This is an optimization exercise on Yosys and OpenROAD, whose aim is small area, a short achievable clock period and few clock cycles, not a production implementation.
The RTL was checked by simulation tests, not by an equivalence proof against the original design.
No activity file was given, so power comes from the tool's default toggle rates.

[flow/run.sh]
#!/bin/bash
# synth_recipe.tcl (not shown) runs the flow's synth.tcl, then flattens the netlist and writes it again
# the make line also repeats each setting of config.mk as NAME=value (left out here)
make -C /OpenROAD-flow-scripts/flow DESIGN_CONFIG=/design/flow/config.mk WORK_HOME=/design/flow/orfs CLKGATE_MAP_FILE= SYNTH_SCRIPT=/design/flow/synth_recipe.tcl finish
[flow/config.mk]
export PLATFORM = sky130hd
export DESIGN_NAME = myCPU
export DESIGN_NICKNAME = myCPU
export VERILOG_FILES = /design/flow/design.v
export SDC_FILE = /design/flow/constraint.sdc
export NUM_CORES = 4
export LEC_CHECK = 0
export CAP_MARGIN = 20
export CELL_PAD_IN_SITES_DETAIL_PLACEMENT = 1
export CELL_PAD_IN_SITES_GLOBAL_PLACEMENT = 1
export CORE_MARGIN = 2
export CORE_UTILIZATION = 40
export CTS_CLUSTER_DIAMETER = 80
export CTS_CLUSTER_SIZE = 30
export PLACE_DENSITY = 0.55
export SETUP_SLACK_MARGIN = 4.3
export SLEW_MARGIN = 20
export TNS_END_PERCENT = 5
[flow/constraint.sdc]
create_clock -name core_clock -period 8.0 [get_ports {cpu_clk}]
set_input_delay 1.6000 -clock core_clock [delete_from_list [all_inputs] [get_ports {cpu_clk}]]
set_output_delay 1.6000 -clock core_clock [all_outputs]
set_load 0.01 [all_outputs]
[flow/design.v]
`timescale 1ns / 1ps
module pfx_add #(parameter W = 32, parameter L = 5) (
    input  wire [W-1:0] a,
    input  wire [W-1:0] b,
    input  wire         ci,
    output wire [W-1:0] s
);
    wire [W-1:0] p = a ^ b;
    wire [W-1:0] gg [0:L];
    wire [W-1:0] pp [0:L];
    assign gg[0] = (a & b) | {{(W-1){1'b0}}, p[0] & ci};
    assign pp[0] = p;
    genvar l, i;
    generate
        for (l = 0; l < L; l = l + 1) begin : g_lvl
            for (i = 0; i < W; i = i + 1) begin : g_bit
                if ((i >> l) & 1) begin : g_op
                    localparam integer J = ((i >> l) << l) - 1;
                    assign gg[l+1][i] = gg[l][i] | (pp[l][i] & gg[l][J]);
                    assign pp[l+1][i] = pp[l][i] & pp[l][J];
                end else begin : g_pass
                    assign gg[l+1][i] = gg[l][i];
                    assign pp[l+1][i] = pp[l][i];
                end
            end
        end
    endgenerate
    assign s = p ^ {gg[L][W-2:0], ci};
endmodule
module cmp_tree (
    input  wire [31:0] a,
    input  wire [31:0] nb,
    output wire        eq,
    output wire        lt
);
    wire [31:0] e0 = a ^ nb;
    wire [31:0] l0 = {a[31] & nb[31], ~(a[30:0] | nb[30:0])};
    wire [31:0] ee [0:5];
    wire [31:0] ll [0:5];
    assign ee[0] = e0;
    assign ll[0] = l0;
    genvar l, i;
    generate
        for (l = 0; l < 5; l = l + 1) begin : g_lvl
            for (i = 0; i < (32 >> (l + 1)); i = i + 1) begin : g_node
                assign ll[l+1][i] = ll[l][2*i+1] | (ee[l][2*i+1] & ll[l][2*i]);
                assign ee[l+1][i] = ee[l][2*i+1] & ee[l][2*i];
            end
            for (i = (32 >> (l + 1)); i < 32; i = i + 1) begin : g_pad
                assign ll[l+1][i] = 1'b0;
                assign ee[l+1][i] = 1'b0;
            end
        end
    endgenerate
    assign eq = ee[5][0];
    assign lt = ll[5][0];
endmodule
`timescale 1ns / 1ps
module myCPU (
    input  wire         cpu_rst,
    input  wire         cpu_clk,
    output wire [13:0]  inst_addr,
    input  wire [31:0]  inst,
    output wire [31:0]  Bus_addr,
    input  wire [31:0]  Bus_rdata,
    output wire         Bus_we,
    output wire [31:0]  Bus_wdata
);
    reg  [31:0] e_a;         
    reg  [31:0] e_b;         
    reg  [31:0] e_s;         
    reg  [ 4:0] e_rd;
    reg         e_wr;        
    reg         e_st;        
    reg         e_ld;        
    reg         e_br;        
    reg         e_jr;        
    reg         e_pred;      
    reg  [ 2:0] e_f3;        
    reg         e_sub;
    reg         e_sra;
    reg  [ 2:0] e_op;        
    reg         e_ress;      
    reg         e_lui;
    reg  [31:0] pc;
    reg  [31:0] m_res;       
    reg  [31:0] m_wd;        
    reg  [ 4:0] m_rd;
    reg         m_wr;
    reg         m_ld;
    reg         m_st;
    wire [31:0] sum;
    pfx_add #(32) u_add (.a(e_a), .b(e_b), .ci(e_sub), .s(sum));
    reg  [31:0] shin, shout, shr;
    integer i;
    always @(*) begin
        for (i = 0; i < 32; i = i + 1)
            shin[i] = (e_op[2]) ? e_a[i] : e_a[31 - i];
        shr = $signed({e_sra & e_a[31], shin}) >>> e_b[4:0];
        for (i = 0; i < 32; i = i + 1)
            shout[i] = (e_op[2]) ? shr[i] : shr[31 - i];
    end
    reg [31:0] alu;
    always @(*) begin
        case (e_op)
            3'd1, 3'd5: alu = shout;
            3'd4:       alu = e_a ^ e_b;
            3'd6:       alu = e_a | e_b;
            3'd7:       alu = e_a & e_b;
            default:    alu = sum;
        endcase
    end
    wire [31:0] r_e = e_ress ? e_s : alu;
    wire eq, lt;
    cmp_tree u_cmp (.a(e_a), .nb(e_b), .eq(eq), .lt(lt));
    wire tkn = e_f3[2] ? lt : (eq ^ e_f3[0]);
    wire redirect = (e_br & (tkn != e_pred)) | e_jr;
    wire [31:0] rtarget = e_jr ? sum : e_s;
    always @(posedge cpu_clk) begin
        m_res <= r_e;
        m_wd  <= e_s;
        m_rd  <= e_rd;
    end
    always @(posedge cpu_clk or posedge cpu_rst)
        if (cpu_rst) begin
            m_wr <= 1'b0;
            m_ld <= 1'b0;
            m_st <= 1'b0;
        end else begin
            m_wr <= e_wr;
            m_ld <= e_ld;
            m_st <= e_st;
        end
    assign Bus_addr  = m_res;
    assign Bus_wdata = m_wd;
    assign Bus_we    = m_st;
    wire [31:0] res = m_ld ? Bus_rdata : m_res;
    reg  [31:0] rf [1:31];
    reg  [31:1] rv;
    genvar g;
    generate
        for (g = 1; g < 32; g = g + 1) begin : g_rf
            always @(posedge cpu_clk)
                if (m_wr && m_rd == g) rf[g] <= res;
        end
    endgenerate
    generate
        for (g = 1; g < 32; g = g + 1) begin : g_rv
            always @(posedge cpu_clk or posedge cpu_rst)
                if (cpu_rst) rv[g] <= 1'b0;
                else if (m_wr && m_rd == g) rv[g] <= 1'b1;
        end
    endgenerate
    assign inst_addr = pc[15:2];
    wire [6:0] opc = inst[6:0];
    wire [4:0] rd  = inst[11:7];
    wire [4:0] rs1 = inst[19:15];
    wire [4:0] rs2 = inst[24:20];
    wire [2:0] f3  = inst[14:12];
    wire is_ctl  = opc[6];                           
    wire is_br   = opc[6] & ~opc[2];
    wire is_jal  = opc[6] & opc[3];
    wire is_jalr = opc[6] & opc[2] & ~opc[3];
    wire is_alu  = ~opc[6] & opc[4];                 
    wire is_lui  = is_alu & opc[2];
    wire is_r    = is_alu & opc[5] & ~opc[2];
    wire is_ld   = ~opc[6] & ~opc[4] & ~opc[5];
    wire is_st   = ~opc[6] & ~opc[4] & opc[5];
    wire writes  = ~is_br & ~is_st & (rd != 5'd0);
    wire [31:0] imm_i = {{20{inst[31]}}, inst[31:20]};
    wire [31:0] imm_s = {{20{inst[31]}}, inst[31:25], inst[11:7]};
    wire [31:0] imm_b = {{20{inst[31]}}, inst[7], inst[30:25], inst[11:8], 1'b0};
    wire [31:0] imm_j = {{12{inst[31]}}, inst[19:12], inst[20], inst[30:21], 1'b0};
    wire [31:0] imm_u = {inst[31:12], 12'b0};
    wire fe1 = e_wr & (e_rd == rs1);
    wire fe2 = e_wr & (e_rd == rs2);
    wire fm1 = m_wr & (m_rd == rs1);
    wire fm2 = m_wr & (m_rd == rs2);
    reg  [31:0] q1, q2;
    integer k;
    always @(*) begin
        q1 = fm1 ? res : 32'b0;
        q2 = fm2 ? res : 32'b0;
        for (k = 1; k < 32; k = k + 1) begin
            q1 = q1 | ({32{~fm1 & rv[k] & (rs1 == k)}} & rf[k]);
            q2 = q2 | ({32{~fm2 & rv[k] & (rs2 == k)}} & rf[k]);
        end
    end
    wire [31:0] r1 = fe1 ? r_e : q1;
    wire [31:0] r2 = fe2 ? r_e : q2;
    wire use1  = ~is_lui & ~is_jal;
    wire use2  = is_r | is_br | is_st;
    wire stall = e_ld & ((use1 & fe1) | (use2 & fe2));
    wire        bpred  = inst[31] | (f3 == 3'b001);
    wire        pred   = is_jal | (is_br & bpred);
    wire [31:0] x1v    = rf[1] & {32{rv[1]}};
    wire        ret_ok = (rs1 == 5'd1) & (inst[31:20] == 12'd0) &
                         (fe1 ? e_ress : (fm1 ? ~m_ld : 1'b1));
    wire [31:0] ret_t  = fe1 ? e_s : (fm1 ? m_res : x1v);
    wire        lj_ok  = fe1 & e_lui;
    wire [19:0] lui_m1 = e_s[31:12] - 20'd1;
    wire [31:0] lj_t   = {(inst[31] ? lui_m1 : e_s[31:12]), inst[31:20]};
    wire        jr_ok  = is_jalr & (ret_ok | lj_ok);
    wire [31:0] jr_t   = ret_ok ? ret_t : lj_t;
    wire [31:0] pc4    = pc + 32'd4;
    wire [31:0] pcimm;
    pfx_add #(32) u_padd (.a(pc), .b(is_jal ? imm_j : imm_b), .ci(1'b0), .s(pcimm));
    wire [31:0] pc_nxt = redirect ? rtarget : stall ? pc : (pred ? pcimm : (jr_ok ? jr_t : pc4));
    always @(posedge cpu_clk or posedge cpu_rst)
        if (cpu_rst) pc <= 32'b0;
        else         pc <= pc_nxt;
    wire        sub  = is_br | (is_r & inst[30] & (f3 == 3'b000));
    wire [31:0] b_in = (is_r | is_br) ? (r2 ^ {32{sub}}) : (is_st ? imm_s : imm_i);
    wire [31:0] s_in = is_st  ? r2 :
                       is_lui ? imm_u :
                       (is_jal | is_jalr | bpred) ? pc4 : pcimm;
    always @(posedge cpu_clk) begin
        e_a    <= r1;
        e_b    <= b_in;
        e_s    <= s_in;
        e_rd   <= rd;
        e_pred <= bpred;
        e_f3   <= f3;
        e_sub  <= sub;
        e_sra  <= inst[30] & f3[2];
        e_op   <= (is_alu & ~is_lui) ? f3 : 3'd0;
        e_ress <= is_lui | is_jal | is_jalr;
        e_lui  <= is_lui;
    end
    always @(posedge cpu_clk or posedge cpu_rst)
        if (cpu_rst) begin
            e_wr <= 1'b0;
            e_st <= 1'b0;
            e_ld <= 1'b0;
            e_br <= 1'b0;
            e_jr <= 1'b0;
        end else begin
            e_wr <= writes  & ~redirect & ~stall;
            e_st <= is_st   & ~redirect & ~stall;
            e_ld <= is_ld   & ~redirect & ~stall;
            e_br <= is_br   & ~redirect & ~stall;
            e_jr <= is_jalr & ~jr_ok & ~redirect & ~stall;
        end
endmodule
==> metrics.csv, run 1 <==
stage,metric,value,unit
status,status,"complete, no violations",
sta,worstMarginPinSlew,1.247,ns
global_routing,grt_pass1_wl,527800,um
global_routing,grt_overflow,0,
clocking,numCtsBuffers,89,
final_layout,instances_no_fill,7733,
final_layout,final-seq-area,0.03529,sq mm
die,die_h,398.0,um
die,dieArea,0.1584,sq mm
logic_synthesis,synthArstFlopShare,0.05712,
placed_design,place_congestion,1.005,
die,core_area,0.1540,sq mm
clocking,clock_latency,0.81,ns
final_layout,nets,5764,
placed_design,placedCellCount,7232,
worst_hold_path,min_from,e_st,
logic_synthesis,yosysTopAreaCell,edfxtp_1,
power_and_ir_drop,total_power,20.72,mW
routing,drt_iter0_markers,11615,
final_layout,n_fill_cell,15649,
logic_synthesis,synth_top_area_share,0.4796,
critical_path,critPathLaunchType,primary input,
placed_design,dp_hpwl,254000,um
logic_synthesis,ys_seq_elements,1243,
clocking,cts.sink_count,1243,
routing,wl_per_cell,52.26,um
sta,hold_slack,0.3500,ns
logic_synthesis,ys_seq_area_frac,0.5663,
sta,fin_crit_sh,0.5394,
die,start_util,0.4032,
clocking,cts_tree,yes,
final_layout,multi_input_area,0.02722,sq mm
sta,fin_ws,3.685,ns
die,die_x,398.0,um
routing,drtAntennaViolNets,0,
logic_synthesis,synth_edf_count,992,
logic_synthesis,synth_area_per_cell,11.98,sq um
placed_design,dpl_worst_slack,1.404,ns
routing,routed_via_density,7.704,
sta,fin_crit,4.315,ns
logic_synthesis,yosys_warnings,4,
critical_path,r2r_start,e_b[0],
global_routing,grt_pass1_vias,56786,
critical_path,crit_path_max_fanout,8,
global_routing,antenna_found_initial,42,
die,rows,144,
routing,drt_wl_total,404100,um
final_layout,drive_above_1_share,0.2388,
critical_path,cp-end-kind,flop,
sta,slew_viol_final,0,
sta,fin_skew,0.07772,ns
sta,fin_setup_tns,0,ns
power_and_ir_drop,ir_worst_vdd,248.4,uV
power_and_ir_drop,leakagePower,26.39,nW
placed_design,portBuffers,142,
clocking,path_clk_slew,0.07,ns
clocking,cts.path.max_buffers,3,
die,io_pins,145,
worst_hold_path,hold_class,flop to flop,
clocking,clockRootBuffer,clkbuf_16,
clocking,h-tree-depth,3,
logic_synthesis,synth.area.top_cells,"edfxtp_1, dfxtp_1, a22oi_1",
sta,setup_viol_count_final,0,
logic_synthesis,synth_ff_type,edfxtp_1,
sta,max_slew_margin,0.1690,
critical_path,critical_path_class,primary input to flop,
logic_synthesis,synth_fp_nets,5357,
sta,hold_viol_final,0,
critical_path,cp-startpoint,inst[24],
critical_path,required,8.68,ns
sta,fmax,0.2317,GHz
global_routing,grt_use_total,0.4976,
routing,post-route-drc-count,0,
routing,drtPass1Iterations,7,
run,max-cap-violations,0,
power_and_ir_drop,p_per_area,271.1,mW/mm^2
logic_synthesis,netlist_area,0.06211,sq mm
global_routing,grt_max_degree,61,
logic_synthesis,postSynthCellCount,5185,
logic_synthesis,synthDistinctLibCells,88,
critical_path,arrival,4.99,ns
clocking,hold_buffers,0,
sta,rsz0062_at_grt,true,
final_layout,area_growth,23.07,%
routing,vias,59576,
stage by stage:
step,util,cell area (sq um)
floorplan,-,62220
global placement,0.4375,67400
detailed placement,0.4377,67420
CTS,0.4898,75450
global route,0.4959,76390
finish,0.4962,76430
where the power goes:
part           switching [mW]  internal, mW
logic                    4.17          2.21
clock network            2.98          2.38
registers               0.936          8.05
total                    8.09          12.6
cell families (layout without fill, tap and decap cells):
| logic type | after synthesis | count (layout) | synth area share |
|---|---|---|---|
| compound gates | 1785 | 1785 | 0.2156 |
| xor+xnor | 99 | 99 | 0.01396 |
| fa+ha+maj | 106 | 106 | 0.02256 |
| buf+inv | 551 | 1028 | 0.03584 |
| flops | 1243 | 1243 | 0.5663 |
| mux | 211 | 211 | 0.04974 |
| other cells | 0 | 20 | 0 |
| simple gates | 1190 | 1197 | 0.09606 |
placed cells by master (no fill, tap or decap), drive strengths merged, types with 96 or more instances in the layout:
master	instances
a21oi	207
a221oi	241
a22o	169
a22oi	448
buf	614
clkbuf	98
clkdlybuf4s50	117
dfxtp	180
edfxtp	992
ha	96
inv	146
nand2	274
nand3	147
nand4	152
nor2	260
o21ai	176
layout make-up:
cell class	instances	share of cell area
inverter	109	0.005549
clock inverter	71	0.01244
sequential	1243	0.4617
tap	2044	0.03346
timing repair buffer	751	0.09941
clock buffer	97	0.03064
antenna	20	0.0006548
multi-input combinational	3398	0.3562
state kept, by name (all words and copies together) (netlist names), 2 cells and up:
name and flops:
rf 992, e_a 32, e_b 32, e_s 32
m_res 32, m_wd 32, pc 32, rv 31
e_rd 5, m_rd 5, e_op 3, e_f3 2
critical path: stages:
cell and delay [ns]:
buf_6 0.10, buf_12 0.13, xnor2_4 0.15, and4_4 0.35
buf_12 0.14, buf_8 0.11, buf_16 0.14, a21oi_4 0.12
buf_4 0.24, a22o_1 0.19, a221o_1 0.25, nor2_1 0.12
nand4_1 0.55, o22ai_2 0.35, buf_6 0.22, mux2i_1 0.19
final timing paths:
path / cells past startpoint / slack (ns) / endpoint
max in group asynchronous: 3 / 5.58 / rv[29]
setup reg to reg: 13 / 3.78 / e_b[23]
min in group asynchronous: 2 / 1.16 / pc[24]
hold / removal: 0 / 0.35 / m_st
setup / recovery: 16 / 3.68 / e_b[19]
hold reg to reg: 0 / 0.35 / m_st
layer usage:
metal / global-route usage / up-vias / share of wire
li1: - / 21920 / -
met1: 0.5721 / 30305 / 0.34
met5: 0.002119 / - / 0.0010
met4: 0.4136 / 32 / 0.10
met3: 0.1966 / 1843 / 0.13
met2: 0.7283 / 5476 / 0.42
synth_stat cells (105+ instances only):
| cell | count |
|---|---|
| a221oi_1 | 241 |
| a21oi_1 | 207 |
| edfxtp_1 | 992 |
| nor2_1 | 259 |
| nand2_1 | 274 |
| nand3_1 | 145 |
| dfxtp_1 | 180 |
| a22oi_1 | 448 |
| clkbuf_1 | 333 |
| inv_1 | 105 |
| o21ai_0 | 167 |
| nand4_1 | 152 |
| a22o_1 | 169 |
timing repair:
item,4_1_cts,5_1_grt
setup endpoints to repair,164,143
gates resized for setup,617,100
endpoints found under the hold margin,0,0
cloned,17,0
setup buffers,249,47
pin swaps,117,52
Testbench counts, summed over its fixed seeds: cycles 151,920.
==> inputs of run 2 (changes only) <==
--- a/flow/design.v
+++ b/flow/design.v
@@ -29,12 +29,12 @@
 endmodule
 module cmp_tree (
     input  wire [31:0] a,
-    input  wire [31:0] nb,
+    input  wire [31:0] b,
     output wire        eq,
     output wire        lt
 );
-    wire [31:0] e0 = a ^ nb;
-    wire [31:0] l0 = {a[31] & nb[31], ~(a[30:0] | nb[30:0])};
+    wire [31:0] e0 = ~(a ^ b);
+    wire [31:0] l0 = {a[31] & ~b[31], ~a[30:0] & b[30:0]};
     wire [31:0] ee [0:5];
     wire [31:0] ll [0:5];
     assign ee[0] = e0;
@@ -112,7 +112,7 @@
     end
     wire [31:0] r_e = e_ress ? e_s : alu;
     wire eq, lt;
-    cmp_tree u_cmp (.a(e_a), .nb(e_b), .eq(eq), .lt(lt));
+    cmp_tree u_cmp (.a(e_a), .b(e_b), .eq(eq), .lt(lt));
     wire tkn = e_f3[2] ? lt : (eq ^ e_f3[0]);
     wire redirect = (e_br & (tkn != e_pred)) | e_jr;
     wire [31:0] rtarget = e_jr ? sum : e_s;
@@ -176,21 +176,24 @@
     wire fe2 = e_wr & (e_rd == rs2);
     wire fm1 = m_wr & (m_rd == rs1);
     wire fm2 = m_wr & (m_rd == rs2);
-    reg  [31:0] q1, q2;
+    reg  [31:0] t1, t2;
     integer k;
     always @(*) begin
-        q1 = fm1 ? res : 32'b0;
-        q2 = fm2 ? res : 32'b0;
+        t1 = 32'b0;
+        t2 = 32'b0;
         for (k = 1; k < 32; k = k + 1) begin
-            q1 = q1 | ({32{~fm1 & rv[k] & (rs1 == k)}} & rf[k]);
-            q2 = q2 | ({32{~fm2 & rv[k] & (rs2 == k)}} & rf[k]);
-        end
-    end
+            t1 = t1 | ({32{rv[k] & (rs1 == k)}} & rf[k]);
+            t2 = t2 | ({32{rv[k] & (rs2 == k)}} & rf[k]);
+        end
+    end
+    wire [31:0] q1 = fm1 ? res : t1;
+    wire [31:0] q2 = fm2 ? res : t2;
     wire [31:0] r1 = fe1 ? r_e : q1;
     wire [31:0] r2 = fe2 ? r_e : q2;
     wire use1  = ~is_lui & ~is_jal;
     wire use2  = is_r | is_br | is_st;
-    wire stall = e_ld & ((use1 & fe1) | (use2 & fe2));
+    wire sub   = is_r & inst[30] & (f3 == 3'b000);
+    wire stall = (e_ld & ((use1 & fe1) | (use2 & fe2))) | (sub & fe2);
     wire        bpred  = inst[31] | (f3 == 3'b001);
     wire        pred   = is_jal | (is_br & bpred);
     wire [31:0] x1v    = rf[1] & {32{rv[1]}};
@@ -203,14 +206,15 @@
     wire        jr_ok  = is_jalr & (ret_ok | lj_ok);
     wire [31:0] jr_t   = ret_ok ? ret_t : lj_t;
     wire [31:0] pc4    = pc + 32'd4;
-    wire [31:0] pcimm;
-    pfx_add #(32) u_padd (.a(pc), .b(is_jal ? imm_j : imm_b), .ci(1'b0), .s(pcimm));
+    wire [31:0] pcb, pcj;
+    pfx_add #(32) u_padb (.a(pc), .b(imm_b), .ci(1'b0), .s(pcb));
+    pfx_add #(32) u_padj (.a(pc), .b(imm_j), .ci(1'b0), .s(pcj));
+    wire [31:0] pcimm  = is_jal ? pcj : pcb;
     wire [31:0] pc_nxt = redirect ? rtarget : stall ? pc : (pred ? pcimm : (jr_ok ? jr_t : pc4));
     always @(posedge cpu_clk or posedge cpu_rst)
         if (cpu_rst) pc <= 32'b0;
         else         pc <= pc_nxt;
-    wire        sub  = is_br | (is_r & inst[30] & (f3 == 3'b000));
-    wire [31:0] b_in = (is_r | is_br) ? (r2 ^ {32{sub}}) : (is_st ? imm_s : imm_i);
+    wire [31:0] b_in = (is_r | is_br) ? (sub ? ~q2 : r2) : (is_st ? imm_s : imm_i);
     wire [31:0] s_in = is_st  ? r2 :
                        is_lui ? imm_u :
                        (is_jal | is_jalr | bpred) ? pc4 : pcimm;
==> run 2 against run 1 <==
Sequential share of layout area increased by 0.63 points. Clock power decreased by 2%. Final cell count increased by 0.36%. Synthesized area increased by 2.6%.
==> metrics.csv, run 2 <==
stage,metric,value,unit
status,status,"complete, no violations",
logic_synthesis,ys_seq_area_frac,0.5520,
global_routing,grt_max_degree,57,
power_and_ir_drop,total_power,21.10,mW
final_layout,area_growth,18.23,%
routing,drt_iter0_markers,10583,
clocking,path_clk_slew,0.08,ns
routing,drtPass1Iterations,9,
global_routing,grt_pass1_vias,56507,
power_and_ir_drop,ir_worst_vdd,264.9,uV
die,dieArea,0.1625,sq mm
placed_design,portBuffers,142,
critical_path,arrival,4.87,ns
logic_synthesis,yosysMostFrequentCell,edfxtp_1,
power_and_ir_drop,p_per_area,280.0,mW/mm^2
logic_synthesis,synthTopCellsByCount,"edfxtp_1, clkbuf_1, a22oi_1",
logic_synthesis,postSynthCellCount,5427,
final_layout,largest_reg_flops,992,
logic_synthesis,synth_top_area_share,0.4675,
critical_path,crit_path_max_fanout,3,
final_layout,post-route-util,0.4762,
logic_synthesis,synth_ff_type,edfxtp_1,
global_routing,grt_overflow,0,
logic_synthesis,yosys_warnings,4,
routing,drtAntennaViolNets,0,
final_layout,layout_commonest_cell,edfxtp_1,
routing,wl_per_cell,50.55,um
sta,worstMarginPinSlew,1.227,ns
die,core_area,0.1582,sq mm
global_routing,grt_use_total,0.4698,
sta,setup_viol_count_final,0,
clocking,cts.path.max_buffers,3,
sta,fmax,0.2367,GHz
logic_synthesis,ys_seq_elements,1243,
die,rows,146,
sta,fin_skew,0.08161,ns
clocking,hold_buffers,0,
logic_synthesis,synth_edf_count,992,
routing,drt_wl_total,392300,um
sta,slew_viol_final,0,
logic_synthesis,synth_area_per_cell,11.74,sq um
worst_hold_path,hold_class,flop to flop,
die,die_x,403.1,um
routing,post-route-drc-count,0,
final_layout,regMostFlops,rf,
sta,hold_viol_final,0,
run,max-cap-violations,0,
clocking,cts.sink_count,1243,
sta,fin_crit,4.226,ns
final_layout,nets,5819,
logic_synthesis,netlist_area,0.06371,sq mm
logic_synthesis,synthDistinctLibCells,111,
logic_synthesis,yosysTopAreaCell,edfxtp_1,
critical_path,cp-end-kind,flop,
sta,fin_setup_tns,0,ns
placed_design,dpl-instance-area,0.06817,sq mm
final_layout,instances_no_fill,7761,
clocking,clockRootBuffer,clkbuf_16,
final_layout,final_cell_mix,"edfxtp_1, a22oi_1, buf_4",
final_layout,design_area,0.07533,sq mm
clocking,cts_tree,yes,
sta,max_slew_margin,0.1817,
critical_path,required,8.64,ns
routing,routed_via_density,7.665,
critical_path,critical_path_class,flop to flop,
global_routing,grt_pass1_wl,517100,um
die,start_util,0.4027,
final_layout,drive_above_1_share,0.1949,
logic_synthesis,synth_fp_nets,5648,
logic_synthesis,synth.area.top_cells,"edfxtp_1, dfxtp_1, a221oi_1",
die,die_h,403.1,um
die,io_pins,145,
placed_design,dp_hpwl,246000,um
clocking,clock_latency,0.79,ns
global_routing,antenna_found_initial,28,
placed_design,place_congestion,1.036,
critical_path,critPathLaunchType,flop,
power_and_ir_drop,leakagePower,25.90,nW
clocking,h-tree-depth,3,
logic_synthesis,synthArstFlopShare,0.05712,
sta,rsz0062_at_grt,true,
routing,vias,59485,
sta,fin_crit_sh,0.5282,
placed_design,placedCellCount,7393,
clocking,numCtsBuffers,85,
[run 2: changes by cell type after synthesis, sizes merged, moves of 36 or more]
cell    previous run  this run
nand2            274       311
a22o             169       292
ha                96       141
a22oi            448       352
nor3              71       108
nand4            152       111
a221oi           241       308
a221o             55         8
o21ai            176       216
clkbuf           333       369
[run 2: power breakdown]
group          leakage [nW]  switching (mW)  total, mW  internal, mW
clock network          1.57            2.92       5.27          2.35
registers              11.4           0.895       8.88          7.98
logic                  13.0            4.56       6.95          2.39
[run 2: metal layers]
metal,track usage,vias up,routed length [um]
met5,0.002081,-,54
li1,-,22217,-
met1,0.5841,30396,139600
met4,0.3638,8,36270
met3,0.1352,1478,49940
met2,0.6881,5386,166400
[run 2: area by class of cell]
cell class	instances	area, sq um
antenna	20	50.05
fill	16137	82870
multi-input combinational	3587	28200
clock buffer	89	2173
sequential	1243	35260
tap	2072	2592
clock inverter	69	1096
timing repair buffer	549	5424
inverter	132	531.8
[run 2: critical path, cell delays in order (launching register included)]
cell and delay [ns]:
dfxtp_4 0.37, buf_16 0.15, clkinvlp_4 0.16, fa_2 0.23, inv_2 0.04, fa_2 0.40, buf_4 0.18, buf_4 0.14
fa_2 0.33, xor2_1 0.93, nor3_1 0.09, a21oi_1 0.19, o31a_1 0.47, nand2_1 0.11, o31ai_1 0.11, buf_4 0.24
[run 2: kinds of logic after synthesis]
kind of cell | after synthesis | share of synthesized area
mux | 193 | 0.04140
simple gates | 1288 | 0.1003
buf+inv | 602 | 0.03890
xor+xnor | 104 | 0.01430
fa+ha+maj | 155 | 0.03209
compound gates | 1842 | 0.2211
flops | 1243 | 0.5520
[run 2: path summary, 6_finish.rpt]
kind,startpoint,to,slack (ns),cells past startpoint
max,e_b[0],e_a[3],3.77,15
min,e_st,m_st,0.37,0
max reg2reg,e_b[0],e_a[3],3.77,15
min reg2reg,e_st,m_st,0.37,0
max in group asynchronous,cpu_rst,m_ld,5.53,3
min in group asynchronous,cpu_rst,rv[10],1.15,2
[run 2: repair_timing]
item / 4_1_cts / 5_1_grt
endpoints found under the setup margin: 167 / 152
resized for setup: 479 / 60
gates cloned: 8 / 2
buffers inserted: 157 / 21
pin swaps: 79 / 23
[run 2: per-stage QoR]
stage,hold WS [ns],setup slack (ns)
finish,0.3652,3.774
global route,0.3737,3.729
floorplan,0.3290,4.045
detailed placement,0.3491,1.689
global placement,0.3442,1.660
CTS,0.3644,3.894
Testbench counts of run 2, summed over its fixed seeds: cycles 151,931.
==> inputs of run 3 (changes only) <==
--- a/flow/config.mk
+++ b/flow/config.mk
@@ -13,6 +13,6 @@
 export CTS_CLUSTER_DIAMETER = 80
 export CTS_CLUSTER_SIZE = 30
 export PLACE_DENSITY = 0.55
-export SETUP_SLACK_MARGIN = 4.3
+export SETUP_SLACK_MARGIN = 5.0
 export SLEW_MARGIN = 20
 export TNS_END_PERCENT = 5
==> run 3 against run 2 <==
Fmax up 5.2%. First-iteration DRC count up 1.4%. Register-to-register slack better by 0.23 ns. Cell area grew 6.3%. Critical endpoint is now pc[26]. Utilization increased by 3.0 points. Still clean.
==> metrics.csv, run 3 <==
stage,metric,value,unit
critical_path,slowest_stage,nand3_1,
sta,setup_viol_count_final,0,
logic_synthesis,postSynthCellCount,5427,
worst_hold_path,min_from,e_st,
placed_design,dp_hpwl,244700,um
critical_path,worst-path-buf-inv,2,
die,die_x,403.1,um
logic_synthesis,synth.area.top_cells,"edfxtp_1, dfxtp_1, a221oi_1",
logic_synthesis,yosysTopAreaCell,edfxtp_1,
die,dieArea,0.1625,sq mm
placed_design,portBuffers,142,
global_routing,grt_max_degree,63,
status,status,"complete, no violations",
routing,drtPass1Iterations,10,
clocking,cts_tree,yes,
clocking,cts.path.max_buffers,3,
logic_synthesis,synthTopCellsByCount,"edfxtp_1, clkbuf_1, a22oi_1",
global_routing,antenna_found_initial,25,
critical_path,required,8.60,ns
routing,wl_per_cell,50.55,um
run,max-cap-violations,0,
logic_synthesis,yosysMostFrequentCell,edfxtp_1,
clocking,clockRootBuffer,clkbuf_16,
final_layout,n_fill_cell,15868,
final_layout,nets,6053,
routing,routed_via_density,7.590,
logic_synthesis,ys_seq_elements,1243,
sta,rsz0062_at_grt,true,
global_routing,grt_overflow,0,
global_routing,grt_use_total,0.4713,
critical_path,path_common_cell,nand3_1,
critical_path,r2r_start,e_b[0],
clocking,h-tree-depth,3,
critical_path,r2r_end,e_s[27],
routing,vias,60664,
final_layout,largest_reg_flops,992,
final_layout,area_growth,25.71,%
global_routing,grt_pass1_vias,56892,
die,start_util,0.4027,
die,io_pins,145,
sta,worstMarginPinSlew,1.238,ns
critical_path,critical_path_class,primary input to flop,
critical_path,max_stage_delay,0.58,ns
routing,drt_wl_total,404000,um
critical_path,crit_chain,"buf_16, xor2_4, nor4_4, buf_6, nand3_2, nand3_1, nand3_1, a31o_2, a221oi_1, o211ai_1",
routing,post-route-drc-count,0,
logic_synthesis,synth_top_area_share,0.4675,
sta,fin_crit_sh,0.5019,
logic_synthesis,netlist_area,0.06371,sq mm
worst_hold_path,hold_class,flop to flop,
die,die_h,403.1,um
routing,drt_iter0_markers,10727,
die,core_area,0.1582,sq mm
logic_synthesis,synthArstFlopShare,0.05712,
critical_path,arrival,4.62,ns
clocking,clock_latency,0.79,ns
routing,drtAntennaViolNets,0,
clocking,cts.sink_count,1243,
sta,slew_viol_final,0,
logic_synthesis,ys_seq_area_frac,0.5520,
clocking,numCtsBuffers,83,
clocking,path_clk_slew,0.08,ns
final_layout,layout_commonest_cell,edfxtp_1,
worst_hold_path,min_to,m_st,
sta,fin_skew,0.06661,ns
sta,fmax,0.2491,GHz
power_and_ir_drop,ir_worst_vdd,260.7,uV
logic_synthesis,synth_fp_nets,5648,
sta,fin_setup_tns,0,ns
logic_synthesis,synth_ff_type,edfxtp_1,
die,rows,146,
power_and_ir_drop,p_per_area,271.7,mW/mm^2
worst_hold_path,hold_depth,0,
placed_design,place_congestion,1.021,
logic_synthesis,synth_area_per_cell,11.74,sq um
critical_path,crit_path_max_fanout,6,
critical_path,r2r_slack,4.00,ns
logic_synthesis,synthDistinctLibCells,111,
global_routing,grt_pass1_wl,519400,um
placed_design,placedCellCount,7390,
sta,hold_viol_final,0,
final_layout,drive_above_1_share,0.2707,
critical_path,path_delay_family,simple AND/OR/NAND/NOR gates,
final_layout,final-seq-area,0.03531,sq mm
placed_design,dpl-instance-area,0.06818,sq mm
sta,max_slew_margin,0.1748,
power_and_ir_drop,leakagePower,27.83,nW
critical_path,r2r_cells,17,
sta,hold_slack,0.3666,ns
critical_path,critPathLaunchType,primary input,
final_layout,instances_no_fill,7993,
logic_synthesis,synth_edf_count,992,
final_layout,regMostFlops,rf,
critical_path,cp-end-kind,flop,
logic_synthesis,yosys_warnings,4,
final_layout,final_cell_mix,"edfxtp_1, buf_4, a22oi_1",
final_layout,post-route-util,0.5063,
final_layout,design_area,0.08009,sq mm
sta,fin_crit,4.015,ns
final_layout,multi_input_area,0.03029,sq mm
-- run 3: cell count changes in the layout (fill, tap and decap cells not counted), moves of 18 or more --
cell / before / now
buf_4: 318 / 446
ha_4: 13 / 37
ha_1: 119 / 89
a21oi_1: 163 / 142
a221oi_2: 4 / 41
nor3_1: 87 / 69
buf_6: 27 / 64
dfxtp_1: 149 / 129
a221oi_1: 301 / 263
buf_8: 3 / 22
buf_12: 58 / 84
-- run 3: worst max path at each step --
stage	cells past startpoint	to	startpoint	slack [ns]
after floorplan	11	pc[30]	inst[27]	4.05
after global placement	12	e_s[29]	inst[22]	1.79
after detailed placement	12	e_s[29]	inst[22]	1.81
after CTS	17	e_s[16]	e_b[0]	4.05
after global routing	15	e_b[27]	e_a[13]	3.99
final	10	pc[26]	inst[16]	3.98
-- run 3: power by group --
group / total [mW] / leakage, nW / internal, mW / switching [mW]
clock network: 5.20 / 1.52 / 2.24 / 2.96
logic: 7.69 / 15.0 / 2.84 / 4.85
registers: 8.87 / 11.4 / 7.99 / 0.886
total: 21.8 / 27.8 / 13.1 / 8.70
-- run 3: cell families after synthesis --
group,after synthesis,share of synthesized area
DFF,1243,0.5520
buffers and inverters,602,0.03890
AOI/OAI and AO/OA,1842,0.2211
adders and majority gates,155,0.03209
muxes,193,0.04140
and+or+nand+nor,1288,0.1003
xor gates and xnor gates,104,0.01430
-- run 3: layout make-up --
class | count | share of cell area
antenna | 18 | 0.0005624
sequential | 1243 | 0.4409
inverter | 132 | 0.006749
multi-input combinational | 3599 | 0.3782
timing repair buffer | 772 | 0.1016
tap | 2072 | 0.03237
clock inverter | 71 | 0.01337
clock buffer | 85 | 0.02615
timing repair inverter | 1 | 0.00006249
-- run 3: per-layer routing --
layer	GRT usage	vias up	part of all wire
li1	-	22750	-
met1	0.5725	30802	0.35
met2	0.7032	5412	0.42
met3	0.1418	1674	0.13
met4	0.3578	26	0.098
met5	0.01546	-	0.0015
-- run 3: timing repair --
| item | CTS | global route |
|---|---|---|
| pin swaps | 101 | 164 |
| hold buffers | 0 | 0 |
| resized for setup | 628 | 491 |
| cloned | 16 | 19 |
| endpoints found under the setup margin | 294 | 1221 |
| endpoints found under the hold margin | 0 | 0 |
| setup buffers | 182 | 212 |
-- run 3: worst reg2reg max path: stages (launching register included) --
cell and delay (ns):
dfxtp_4 0.47, clkinvlp_4 0.16, fa_2 0.35, inv_2 0.06
fa_2 0.24, a211oi_2 0.10, o21a_2 0.26, or3b_4 0.47
a211oi_4 0.39, buf_6 0.15, o211ai_1 0.17, o41ai_4 0.11
o311ai_4 0.13, buf_12 0.19, mux2_4 0.31, buf_4 0.15
nand2_4 0.08, o21ai_2 0.06
-- run 3: through the flow --
stage / worst slack (ns) / total power, mW
global route: 3.988 / 22.12
floorplan: 4.045 / 11.75
finish: 3.985 / 21.76
detailed placement: 1.806 / 14.88
CTS: 4.046 / 20.72
global placement: 1.794 / 14.81
==> inputs of run 4 (changes only) <==
==> flow/config.mk (replaced) <==
export PLATFORM = sky130hd
export DESIGN_NAME = myCPU
export DESIGN_NICKNAME = myCPU
export VERILOG_FILES = /design/flow/design.v
export SDC_FILE = /design/flow/constraint.sdc
export NUM_CORES = 4
export LEC_CHECK = 0
export ABC_AREA = 1
export CAP_MARGIN = 20
export CELL_PAD_IN_SITES_DETAIL_PLACEMENT = 1
export CELL_PAD_IN_SITES_GLOBAL_PLACEMENT = 1
export CORE_MARGIN = 2
export CORE_UTILIZATION = 55
export CTS_CLUSTER_DIAMETER = 70
export CTS_CLUSTER_SIZE = 25
export PLACE_DENSITY = 0.72
export SETUP_SLACK_MARGIN = 5.0
export SLEW_MARGIN = 20
export TNS_END_PERCENT = 5
==> run 4 against run 3 <==
The flow now stops in 5_1_grt. Synthesized area increased by 5.5%. Synthesized cell count grew 45%.
==> metrics.csv, run 4 <==
stage,metric,value,unit
logic_synthesis,synthArstFlopShare,0.05712,
die,start_util,0.5532,
logic_synthesis,synth_fp_nets,8113,
logic_synthesis,yosys_warnings,4,
placed_design,dpl_worst_slack,1.594,ns
logic_synthesis,synth_edf_count,992,
status,haltStage,5_1_grt,
global_routing,grt_use_total,0.8144,
die,rows,128,
logic_synthesis,synthDistinctLibCells,63,
clocking,hold_buffers,0,
logic_synthesis,ys_seq_elements,1243,
status,status,did not finish,
placed_design,dp_hpwl,254100,um
placed_design,portBuffers,142,
clocking,cts.sink_count,1243,
logic_synthesis,yosysMostFrequentCell,nand2_1,
clocking,h-tree-depth,3,
logic_synthesis,ys_seq_area_frac,0.5230,
die,die_x,353.7,um
logic_synthesis,synth.area.top_cells,"edfxtp_1, nand2_1, inv_1",
die,die_h,353.7,um
placed_design,dpl-instance-area,0.07124,sq mm
logic_synthesis,synth_ff_type,edfxtp_1,
clocking,cts.path.max_buffers,3,
clocking,numCtsBuffers,88,
placed_design,place_congestion,1.091,
logic_synthesis,synth_area_per_cell,8.521,sq um
global_routing,grt_max_degree,72,
status,stop_error,[ERROR GRT-0232] Routing congestion too high. Check the congestion heatmap in the GUI.,
global_routing,grt_overflow,259,
clocking,clockRootBuffer,clkbuf_16,
logic_synthesis,postSynthCellCount,7892,
logic_synthesis,netlist_area,0.06725,sq mm
logic_synthesis,yosysTopAreaCell,edfxtp_1,
logic_synthesis,synthTopCellsByCount,"nand2_1, edfxtp_1, inv_1",
die,io_pins,145,
logic_synthesis,synth_top_area_share,0.4430,
==> run 4: cell types whose count changed after synthesis, moves of 76 or more <==
| cell | delta |
|---|---|
| o22ai_1 | +231 |
| and3_1 | -90 |
| nor2_1 | +152 |
| nand3_1 | +513 |
| mux2i_1 | -76 |
| a22o_1 | -269 |
| a22oi_1 | -344 |
| clkbuf_1 | -147 |
| nand2_1 | +1938 |
| o21ai_0 | +335 |
| inv_1 | +861 |
| a221oi_1 | -202 |
==> run 4: how the worst max path moves through the flow <==
stage                  start  endpoint  slack [ns]  depth (start not counted)
floorplan           inst[27]    pc[17]        4.32                         18
global placement    inst[19]    pc[27]        1.59                         20
detailed placement  inst[19]    pc[27]        1.59                         20
CTS                 inst[23]    e_b[6]        4.59                         18
==> run 4: power by group through the flow <==
stage                     combinational (mW)  clock [mW]  sequential, mW
after floorplan                         3.30           0            8.53
after global placement                  5.50           0            8.89
after detailed placement                5.74           0            8.91
after CTS                               6.43        5.07            8.76
==> run 4: logic make-up after synthesis <==
group	after synthesis	synth area share
compound gates	1346	0.1251
xor+xnor	60	0.007814
fa+ha+maj	155	0.03040
buf+inv	1401	0.08134
flops	1243	0.5230
mux	12	0.001786
simple gates	3675	0.2306
==> run 4: per-stage QoR <==
| step | power (mW) | hold WS, ns | util | instances |
|---|---|---|---|---|
| after detailed placement | 14.66 | 0.3379 | 0.5861 | 9511 |
| after floorplan | 11.83 | 0.3312 | - | 7892 |
| after global placement | 14.39 | 0.3360 | 0.5857 | 9509 |
| after CTS | 20.25 | 0.3524 | 0.6562 | 9912 |
==> run 4: repair_timing <==
action	CTS
buffers inserted	214
pin swaps	96
setup endpoints to repair	273
cloned	26
gates resized for setup	928
==> run 4: per-layer routing <==
layer | GRT overflow | global-route usage
met5 | 1 | 0.5057
met1 | 14 | 0.8271
met3 | 18 | 0.7055
met2 | 131 | 0.9286
met4 | 95 | 0.7838
==> inputs of run 5 (changes only) <==
--- a/flow/config.mk
+++ b/flow/config.mk
@@ -10,10 +10,10 @@
 export CELL_PAD_IN_SITES_DETAIL_PLACEMENT = 1
 export CELL_PAD_IN_SITES_GLOBAL_PLACEMENT = 1
 export CORE_MARGIN = 2
-export CORE_UTILIZATION = 55
+export CORE_UTILIZATION = 40
 export CTS_CLUSTER_DIAMETER = 70
 export CTS_CLUSTER_SIZE = 25
-export PLACE_DENSITY = 0.72
-export SETUP_SLACK_MARGIN = 5.0
+export PLACE_DENSITY = 0.55
+export SETUP_SLACK_MARGIN = 4.3
 export SLEW_MARGIN = 20
 export TNS_END_PERCENT = 5
==> run 5 against run 4 <==
Synthesized area unchanged. Synthesized cell count unchanged. The run now finishes clean.
==> metrics.csv, run 5 <==
stage,metric,value,unit
placed_design,dpl-instance-area,0.07216,sq mm
global_routing,grt_overflow,0,
critical_path,critPathLaunchType,flop,
critical_path,cp-end-kind,flop,
final_layout,design_area,0.08049,sq mm
clocking,h-tree-depth,3,
final_layout,nets,8463,
placed_design,dp_hpwl,274900,um
sta,max_slew_margin,0.1617,
power_and_ir_drop,p_per_area,267.1,mW/mm^2
routing,drt_wl_total,427100,um
logic_synthesis,synth.area.top_cells,"edfxtp_1, nand2_1, inv_1",
logic_synthesis,synthArstFlopShare,0.05712,
logic_synthesis,synthTopCellsByCount,"nand2_1, edfxtp_1, inv_1",
placed_design,portBuffers,142,
critical_path,required,8.67,ns
routing,vias,69966,
sta,slew_viol_final,0,
final_layout,instances_no_fill,10604,
clocking,numCtsBuffers,110,
global_routing,grt_use_total,0.4800,
logic_synthesis,synthDistinctLibCells,63,
logic_synthesis,yosys_warnings,4,
final_layout,area_growth,19.69,%
clocking,cts.path.max_buffers,3,
power_and_ir_drop,leakagePower,33.20,nW
sta,rsz0062_at_grt,true,
clocking,hold_buffers,0,
logic_synthesis,synth_area_per_cell,8.521,sq um
clocking,path_clk_slew,0.08,ns
final_layout,largest_reg_flops,992,
critical_path,critical_path_class,flop to flop,
clocking,cts.sink_count,1243,
power_and_ir_drop,ir_worst_vdd,238.4,uV
logic_synthesis,synth_fp_nets,8113,
logic_synthesis,yosysTopAreaCell,edfxtp_1,
placed_design,place_congestion,1.005,
final_layout,layout_commonest_cell,nand2_1,
die,start_util,0.4026,
final_layout,drive_above_1_share,0.1289,
global_routing,grt_max_degree,66,
power_and_ir_drop,total_power,21.50,mW
sta,hold_viol_final,0,
sta,fmax,0.2520,GHz
sta,worstMarginPinSlew,1.256,ns
run,max-cap-violations,0,
routing,wl_per_cell,40.28,um
clocking,clockRootBuffer,clkbuf_16,
logic_synthesis,netlist_area,0.06725,sq mm
logic_synthesis,synth_ff_type,edfxtp_1,
routing,drtPass1Iterations,9,
die,dieArea,0.1714,sq mm
die,io_pins,145,
logic_synthesis,synth_top_area_share,0.4430,
die,die_x,414.0,um
final_layout,regMostFlops,rf,
critical_path,crit_path_max_fanout,35,
global_routing,grt_pass1_vias,65266,
global_routing,grt_pass1_wl,561100,um
sta,fin_crit_sh,0.4959,
routing,post-route-drc-count,0,
global_routing,antenna_found_initial,44,
routing,drtAntennaViolNets,0,
clocking,cts_tree,yes,
routing,routed_via_density,6.598,
final_layout,final_cell_mix,"nand2_1, edfxtp_1, inv_1",
die,rows,150,
worst_hold_path,hold_class,flop to flop,
logic_synthesis,postSynthCellCount,7892,
sta,fin_crit,3.968,ns
sta,setup_viol_count_final,0,
logic_synthesis,yosysMostFrequentCell,nand2_1,
logic_synthesis,ys_seq_elements,1243,
die,die_h,414.0,um
status,status,"complete, no violations",
die,core_area,0.1670,sq mm
sta,fin_setup_tns,0,ns
placed_design,placedCellCount,10122,
clocking,clock_latency,0.85,ns
routing,drt_iter0_markers,11121,
logic_synthesis,synth_edf_count,992,
critical_path,arrival,4.63,ns
sta,fin_skew,0.08986,ns
logic_synthesis,ys_seq_area_frac,0.5230,
[run 5: cell counts after synthesis]
Identical to the previous run, type by type.
[run 5: per-layer routing]
metal / up-vias / wire length (um) / share of wire / global-route usage
met1: 34621 / 147600 / 0.35 / 0.5612
met4: 26 / 43090 / 0.10 / 0.3930
met5: - / 549 / 0.0013 / 0.008058
met3: 1734 / 54530 / 0.13 / 0.1624
li1: 27825 / - / - / -
met2: 5760 / 181300 / 0.42 / 0.7149
[run 5: kinds of logic after synthesis]
family | share of synthesized area
AOI/OAI and AO/OA | 0.1251
xor gates and xnor gates | 0.007814
adders and majority gates | 0.03040
buffers and inverters | 0.08134
DFF | 0.5230
muxes | 0.001786
and+or+nand+nor | 0.2306
[run 5: final timing paths]
check                         from       to  slack (ns)  depth (start not counted)
max                           m_ld  e_b[12]        4.03                          9
min                           e_st     m_st        0.35                          0
max reg2reg                   m_ld  e_b[12]        4.03                          9
min reg2reg                   e_st     m_st        0.35                          0
max in group asynchronous  cpu_rst     m_ld        5.61                          3
min in group asynchronous  cpu_rst   rv[21]        1.19                          2
[run 5: cell type report]
cell class	count	area, sq um
multi-input cells	5252	28100
diodes	65	162.7
flip-flops and latches	1243	35200
fillers	19196	86550
well taps	2204	2758
clock buffers	122	2925
repair inverters	2	10.01
repair buffers	599	6112
inverters	1034	4193
clock inverters	83	1022
[run 5: critical path, cell delays in order, from the launching register on]
cell,delay [ns]
dfrtp_2,0.72
buf_4,0.49
mux2i_1,0.73
inv_1,0.79
o21ai_0,0.66
nand2_1,0.13
nand2_1,0.10
nand2_1,0.05
nand2_1,0.07
nand2_1,0.06
[run 5: stage by stage]
stage | hold WS [ns] | setup WS, ns | util
floorplan | 0.3312 | 4.303 | -
global placement | 0.3327 | 1.767 | 0.4318
detailed placement | 0.3417 | 1.807 | 0.4320
CTS | 0.3557 | 4.189 | 0.4717
global route | 0.3677 | 4.144 | 0.4811
finish | 0.3540 | 4.032 | 0.4819
[run 5: report_power, final]
group	internal [mW]	switching (mW)
clock	3.00	3.02
sequential	8.03	0.896
combinational	1.89	4.66
[run 5: repair_timing]
| action | CTS | global route |
|---|---|---|
| cloned | 10 | 2 |
| setup buffers | 111 | 87 |
| pin swaps | 65 | 58 |
| hold endpoints to repair | 0 | 0 |
| endpoints found under the setup margin | 158 | 135 |
| gates resized for setup | 490 | 186 |

[separate check: timing with driven ports]
The results above use ideal ports. As a check the final layouts listed here were re-extracted and re-timed, cells and wires unchanged. Step 1: set_driving_cell puts a clkbuf_16 on cpu_clk and a buf_2 on each other input, an assumption about the parent block. Step 2 also shifts input and output timing later by t, the mid clock arrival at the registers, as if the neighbouring blocks saw the same clock. a / b / c = no drivers / after step 1 / after step 2; a / b = the first two.
run | shift t [ns] | slack for setup (ns) | hold WS [ns]
run 1 | 0.859 | 3.685 / 3.742 / 2.882 | 0.350 / 0.350 / 0.350
run 2 | 0.846 | 3.774 / 3.774 / 3.052 | 0.365 / 0.365 / 0.365
run 3 | 0.839 | 3.985 / 3.958 / 3.119 | 0.367 / 0.367 / 0.367
run 5 | 0.896 | 4.032 / 4.032 / 3.210 | 0.354 / 0.354 / 0.354
After both steps setup and hold are still met in every run listed. The setup slack of run 3, which loses most, moves by -0.027 ns with the drivers and by -0.866 ns with both steps.
